Context: an optimization exercise on an open-source flow, tuned for small area and a short achievable clock period. The choices shown serve that exercise and are no tape-out recipe. In this exercise RTL edits were held to simulation tests only and were not proved equivalent to the original. Power figures rest on the tool's default switching activity, not on a simulated workload.

==> flow/design.v (excerpt) <==
module fir_filter (
    data_in, data_out, clk, rst
);
    output [17:0] data_out;
    input  [7:0]  data_in;
    input         clk, rst;
    wire [7:0] d = data_in;
    reg  [7:0]  x1n;
    reg  [7:0]  x2;
    reg  [7:0]  x3n;
    reg  [7:0]  x4;
    reg  [7:0]  x5n;
    reg  [7:0]  x6;
    reg  [7:0]  x7;
    reg  [17:0] s;
    wire p1, p2;
    ha u_p1 (.a(x2[0]), .b(x4[0]), .s(p1), .co(p2));
    wire p3, p4;
    fa u_p3 (.a(x2[1]), .b(x4[1]), .c(x6[1]), .s(p3), .co(p4));
    wire p5, p6;
    fa u_p5 (.a(x2[2]), .b(x4[2]), .c(x6[2]), .s(p5), .co(p6));
    wire p7, p8;
    fa u_p7 (.a(x2[3]), .b(x4[3]), .c(x6[3]), .s(p7), .co(p8));
    wire p9, p10;
    fa u_p9 (.a(x2[4]), .b(x4[4]), .c(x6[4]), .s(p9), .co(p10));
    wire p11, p12;
    fa u_p11 (.a(x2[5]), .b(x4[5]), .c(x6[5]), .s(p11), .co(p12));
    wire p13, p14;
    fa u_p13 (.a(x2[6]), .b(x4[6]), .c(x6[6]), .s(p13), .co(p14));
    wire p15, p16;
    fa u_p15 (.a(x2[7]), .b(x4[7]), .c(x6[7]), .s(p15), .co(p16));
    wire p17, p18;
    ha u_p17 (.a(x6[0]), .b(x7[0]), .s(p17), .co(p18));
    wire p19, p20;
    fa u_p19 (.a(x7[1]), .b(p2), .c(p3), .s(p19), .co(p20));
    wire p21, p22;
    fa u_p21 (.a(x7[2]), .b(p5), .c(p4), .s(p21), .co(p22));
    wire p23, p24;
    fa u_p23 (.a(x7[3]), .b(p7), .c(p6), .s(p23), .co(p24));
    wire p25, p26;
    fa u_p25 (.a(x7[4]), .b(p9), .c(p8), .s(p25), .co(p26));
    wire p27, p28;
    fa u_p27 (.a(x7[5]), .b(p11), .c(p10), .s(p27), .co(p28));
    wire p29, p30;
    fa u_p29 (.a(x7[6]), .b(p13), .c(p12), .s(p29), .co(p30));
    wire p31, p32;
    fa u_p31 (.a(x7[7]), .b(p15), .c(p14), .s(p31), .co(p32));
    wire p33, p34;
    ha u_p33 (.a(p1), .b(p17), .s(p33), .co(p34));
    wire p35, p36;
  ...
For scale: about 510 cells after synthesis, about 5400 um2 of cells after synthesis.
==> flow/config.mk <==
export PLATFORM = sky130hd
export DESIGN_NAME = fir_filter
export DESIGN_NICKNAME = fir_filter
export VERILOG_FILES = /design/flow/design.v
export SDC_FILE = /design/flow/constraint.sdc
export NUM_CORES = 4
export LEC_CHECK = 0
export ABC_AREA = 1
export CAP_MARGIN = 20
export CORE_MARGIN = 2
export CORE_UTILIZATION = 65
export SETUP_SLACK_MARGIN = 4.0
export SLEW_MARGIN = 20
export SYNTH_HIERARCHICAL = 1
==> flow/constraint.sdc <==
create_clock -name core_clock -period 11.0 [get_ports {clk}]
set_input_delay 2.2000 -clock core_clock [delete_from_list [all_inputs] [get_ports {clk}]]
set_output_delay 2.2000 -clock core_clock [all_outputs]
set_load 0.01 [all_outputs]
standard.sh (not shown) runs the stock make flow with config.mk's settings and CLKGATE_MAP_FILE= SYNTH_SCRIPT=/design/flow/synth_recipe.tcl, a recipe that flattens the netlist after the stock synthesis.
==> flow/flow/run.sh <==
#!/bin/bash
# Layout flow: the standard ORFS flow (standard.sh, unchanged synthesis),
# with two layout settings changed:
#  - ports are buffered with the smallest buffer (repair_timing upsizes the
#    ones on critical paths) instead of the delay cell buffer_ports picks;
#  - clock tree synthesis without dummy loads.
# Each tool's output is in this folder's orfs/logs; the make output is in
# flow.log.
set -euo pipefail
export BUFFER_PORTS_ARGS="-buffer_cell sky130_fd_sc_hd__buf_1"
export CTS_ARGS="-sink_clustering_enable -repair_clock_nets -dont_use_dummy_load -buf_list {sky130_fd_sc_hd__clkbuf_8}"
bash standard.sh finish > flow.log 2>&1
The first run went through all stages and came out clean.
==> next run, changes <==
ABC_AREA = unset   (was 1)
SETUP_SLACK_MARGIN = 3.5   (was 4.0)
Effect:
- flip-flop and latch count does not change
- clock power barely changes
- worst setup slack gets worse by 0.39 ns
- non-clock buffer count came out lower by 13
- via count came out lower by roughly a tenth
- critical path depth came out lower by 3
- global-route usage came out lower by 2.3 points
- sequential share of layout area came out higher by 1.8 points
- worst hold slack gets worse by 0.0082 ns
- die area came out lower by a few percent
- fmax came out lower by a few percent
==> next run, changes <==
CORE_UTILIZATION = 50   (was 65)
Final area came out higher by 1.6%. Worst setup slack degrades by 0.016 ns. Hold slack gains 0.011 ns. Critical path depth is unchanged. Via count is about the same. Sequential power is about the same.
==> next run, changes <==
--- a/flow/flow/run.sh
+++ b/flow/flow/run.sh
@@ -10,3 +10,3 @@
 export BUFFER_PORTS_ARGS="-buffer_cell sky130_fd_sc_hd__buf_1"
-export CTS_ARGS="-sink_clustering_enable -repair_clock_nets -dont_use_dummy_load -buf_list {sky130_fd_sc_hd__clkbuf_8}"
+export CTS_ARGS="-repair_clock_nets -dont_use_dummy_load -buf_list {sky130_fd_sc_hd__clkbuf_8}"
 bash standard.sh finish > flow.log 2>&1
CORE_UTILIZATION = 65   (was 50)
Result: Global-route usage went up by 4.5 points. Setup slack gains 0.016 ns. Wire length decreases by about 2.2%. Non-clock buffer count fell by 5. Count of clock-buffer cells in the layout stays the same. Combinational power fell by 3.8%. Clock power hardly moves. Sequential power is about the same.
==> next run, changes <==
--- a/flow/flow/run.sh
+++ b/flow/flow/run.sh
@@ -10,3 +10,3 @@
 export BUFFER_PORTS_ARGS="-buffer_cell sky130_fd_sc_hd__buf_1"
-export CTS_ARGS="-repair_clock_nets -dont_use_dummy_load -buf_list {sky130_fd_sc_hd__clkbuf_8}"
+export CTS_ARGS="-sink_clustering_enable -repair_clock_nets -dont_use_dummy_load -sink_clustering_levels 1 -sink_clustering_size 40 -sink_clustering_max_diameter 300 -buf_list {sky130_fd_sc_hd__clkbuf_8}"
 bash standard.sh finish > flow.log 2>&1
Outcome: The new run went through all stages and came out clean; worst setup slack does not change; final area is unchanged; routed wire length does not change; count of clock-buffer cells in the layout stays the same; worst hold slack does not change; die area does not change; core utilization does not change; total power is unchanged; final cell count does not change; via count does not change.

port drivers added, routing unchanged:
The flow's constraints put no driver on any port. The routed layouts listed below were extracted and timed again, unchanged, in two steps.
Step 1, drivers: a clkbuf_16 drives clk and a buf_2 each remaining input, both assumed.
Step 2 times the ports against the registers' clock, not the clock port: input delays grow and output delays shrink by t, the midpoint of the rising clock arrivals with the driver on.
a / b / c = no drivers / after step 1 / after step 2; a / b = the first two.
run	t (ns)	slack for setup (ns)	worst slew at a driven data input, ns
the first run	0.360	4.032 / 3.982 / 3.721	0.06
the second run	0.367	3.638 / 3.598 / 3.292	0.05
the third run	0.383	3.622 / 3.593 / 3.316	0.04
the fourth run	0.367	3.638 / 3.598 / 3.292	0.05
the fifth run	0.367	3.638 / 3.598 / 3.292	0.05
After both steps every run listed still meets setup and hold.
